This is an optimization exercise on Yosys and OpenROAD, whose aim is small area, a short achievable clock period and few clock cycles, not a production implementation.
In this exercise RTL edits were held to simulation tests only and were not proved equivalent to the original.
The flow treats the clock pin as an ideal source, which a real chip does not have.
Power is estimated from default activity; no workload was simulated.

== alpha ==
Design macci, start of the top module:
module macci(input  wire  clk,
             input  wire  clk_en,
             input  wire  reset,
             input  wire  [7:0]  n,
             input  wire  start,
             output reg   done,
             input  wire  [31:0] dataa,
             input  wire  [31:0] datab,
             output wire  [31:0] result);
  wire        go = start & clk_en;
  reg  [31:0] arn;                 
  reg  [15:0] neg, onen, twon;    
  reg         clr0, clr1, rdp;
  reg  [31:0] ps, pc;
  reg  [31:0] acc;
  reg  [7:0] dq;                  
  wire [7:0] dsum;
  wire [31:0] accg = clr1 ? 32'h0 : acc;
  wire [31:0] s2, c2;
  ...
Settings: LEC_CHECK=0, ABC_AREA=1, CAP_MARGIN=20, CORE_MARGIN=2, CORE_UTILIZATION=65, SLEW_MARGIN=20; clock period 11.0 ns.
standard.sh (not shown) runs the stock make flow with config.mk's settings and CLKGATE_MAP_FILE= SYNTH_SCRIPT=/design/flow/synth_recipe.tcl, a recipe that flattens the netlist after the stock synthesis.
==> flow/flow/run.sh <==
#!/bin/bash
# The standard layout (standard.sh: the standard flow's synthesis and ORFS's steps, same
# constraints), with these changes to how it is made:
#  - after the standard synthesis, flow/polarity.py removes the inverters that
#    synthesis leaves around full adders (same function, same flip-flops) and
#    the netlist is read in again;
#  - the timing repair steps aim for MARGIN ns of setup slack beyond the
#    constraints instead of 0, so they size the logic for a shorter period;
#  - the port buffers are sky130_fd_sc_hd__buf_1 (every port still gets one);
#  - CTS adds no dummy loads;
#  - after CTS, flow/skew.tcl delays the clock of the internal registers
#    between the multiplier stage and the accumulator stage (ps, pc, dq) by a
#    few clock buffers, moving slack from the second stage to the first.  No
#    register that an input port feeds or that feeds an output port is moved.
# Logs: log_*.log here, and each ORFS step's own log under orfs/logs/.
set -euo pipefail
cd "$(dirname "$0")/.."
MARGIN=7.1
R=orfs/results/$FLOW_PLATFORM/macci/base
KNOBS=("SETUP_SLACK_MARGIN=$MARGIN"
       "BUFFER_PORTS_ARGS=-buffer_cell sky130_fd_sc_hd__buf_1"
       "CTS_ARGS=-sink_clustering_enable -repair_clock_nets -dont_use_dummy_load")
bash standard.sh synth > log_synth.log 2>&1
python3 flow/polarity.py $R/1_2_yosys.v $R/1_2_yosys.pol.v > log_polarity.log 2>&1
cp $R/1_2_yosys.v $R/1_2_yosys.std.v
mv $R/1_2_yosys.pol.v $R/1_2_yosys.v
rm -f $R/1_synth.odb $R/1_synth.sdc
bash standard.sh "${KNOBS[@]}" cts > log_cts.log 2>&1
cp $R/4_cts.odb $R/4_cts.noskew.odb
SKEW_IN=$R/4_cts.noskew.odb SKEW_OUT=$R/4_cts.odb \
  SKEW_BUFS="sky130_fd_sc_hd__clkbuf_1 sky130_fd_sc_hd__clkbuf_1 sky130_fd_sc_hd__clkbuf_2 sky130_fd_sc_hd__clkbuf_8" \
  SKEW_REGS='^(ps|pc|dq)[^a-z]' openroad -exit -no_init flow/skew.tcl > log_skew.log 2>&1
bash standard.sh "${KNOBS[@]}" finish > log_layout.log 2>&1
Other scripts of this flow, unchanged in this note and not shown: flow/flow/polarity.py, flow/flow/skew.tcl
Testbench counts of alpha, summed over its fixed seeds: cycles 5,395.
For beta, these inputs were changed with respect to alpha:
- CORE_UTILIZATION now 60, was 65
-- flow/flow/run.sh --
<<< alpha, line 17
cd "$(dirname "$0")/.."
MARGIN=7.1
R=orfs/results/$FLOW_PLATFORM/macci/base
>>> beta, line 17
cd "$(dirname "$0")/.."
MARGIN=7.3
R=orfs/results/$FLOW_PLATFORM/macci/base
Results
- beta: worst hold slack higher than alpha
- The estimated power of beta ends up higher than the estimate for alpha.
- alpha has lower routed wire length than beta.
What gamma does differently from beta at the input level:
- changing CORE_UTILIZATION from 60 to 65
-- flow/flow/run.sh --
<<< beta, line 17
cd "$(dirname "$0")/.."
MARGIN=7.3
R=orfs/results/$FLOW_PLATFORM/macci/base
>>> gamma, line 17
cd "$(dirname "$0")/.."
MARGIN=7.4
R=orfs/results/$FLOW_PLATFORM/macci/base
==> comparison <==
beta | status: complete | timing, DRC, antenna: pass. gamma ran to completion and came out clean on the timing, design-rule and antenna checks. When gamma is set beside beta, its area share of buffers outside the clock network turns out to be 1.7 points larger. From beta to gamma the numbers moved as follows: setup slack now larger; die area now smaller.

==> what the ideal ports hide <==
The results above use ideal ports. As a check the final layouts listed here were re-extracted and re-timed, cells and wires unchanged.
Step 1 (the two cells are an assumption about what drives the block):
set clk [get_ports {clk}]
set_driving_cell -lib_cell sky130_fd_sc_hd__clkbuf_16 $clk
set_driving_cell -lib_cell sky130_fd_sc_hd__buf_2 [delete_from_list [all_inputs] $clk]
Step 2, shift: input delay + t, output delay - t, t = (earliest + latest rising clock arrival at the registers) / 2. This alone moves slack from input paths to output paths.
Three values: ideal ports, drivers, drivers and shift; two values: the first two.
| run | shift t [ns] | setup WS [ns] | worst hold slack (ns) | worst setup path after step 2 | clock arrival spread, ns | pins driven straight from the clock port |
|---|---|---|---|---|---|---|
| alpha | 0.683 | 7.357 / 7.357 / 6.893 | 0.185 / 0.185 / 0.185 | input, reset recovery | 0.451 / 0.451 | 1 |
| beta | 0.699 | 7.487 / 7.487 / 7.459 | 0.296 / 0.296 / 0.296 | input, reset recovery | 0.481 / 0.482 | 1 |
| gamma | 0.702 | 7.559 / 7.559 / 7.443 | 0.233 / 0.233 / 0.233 | input, reset recovery | 0.486 / 0.487 | 1 |
Clock arrivals are far apart in every run listed, so t is only a midpoint there and step 2 fits no single register. For alpha, which loses most, drivers alone change the setup slack by 0.000 ns; drivers and shift together by -0.464 ns. The worst setup slack also covers recovery checks on asynchronous resets.
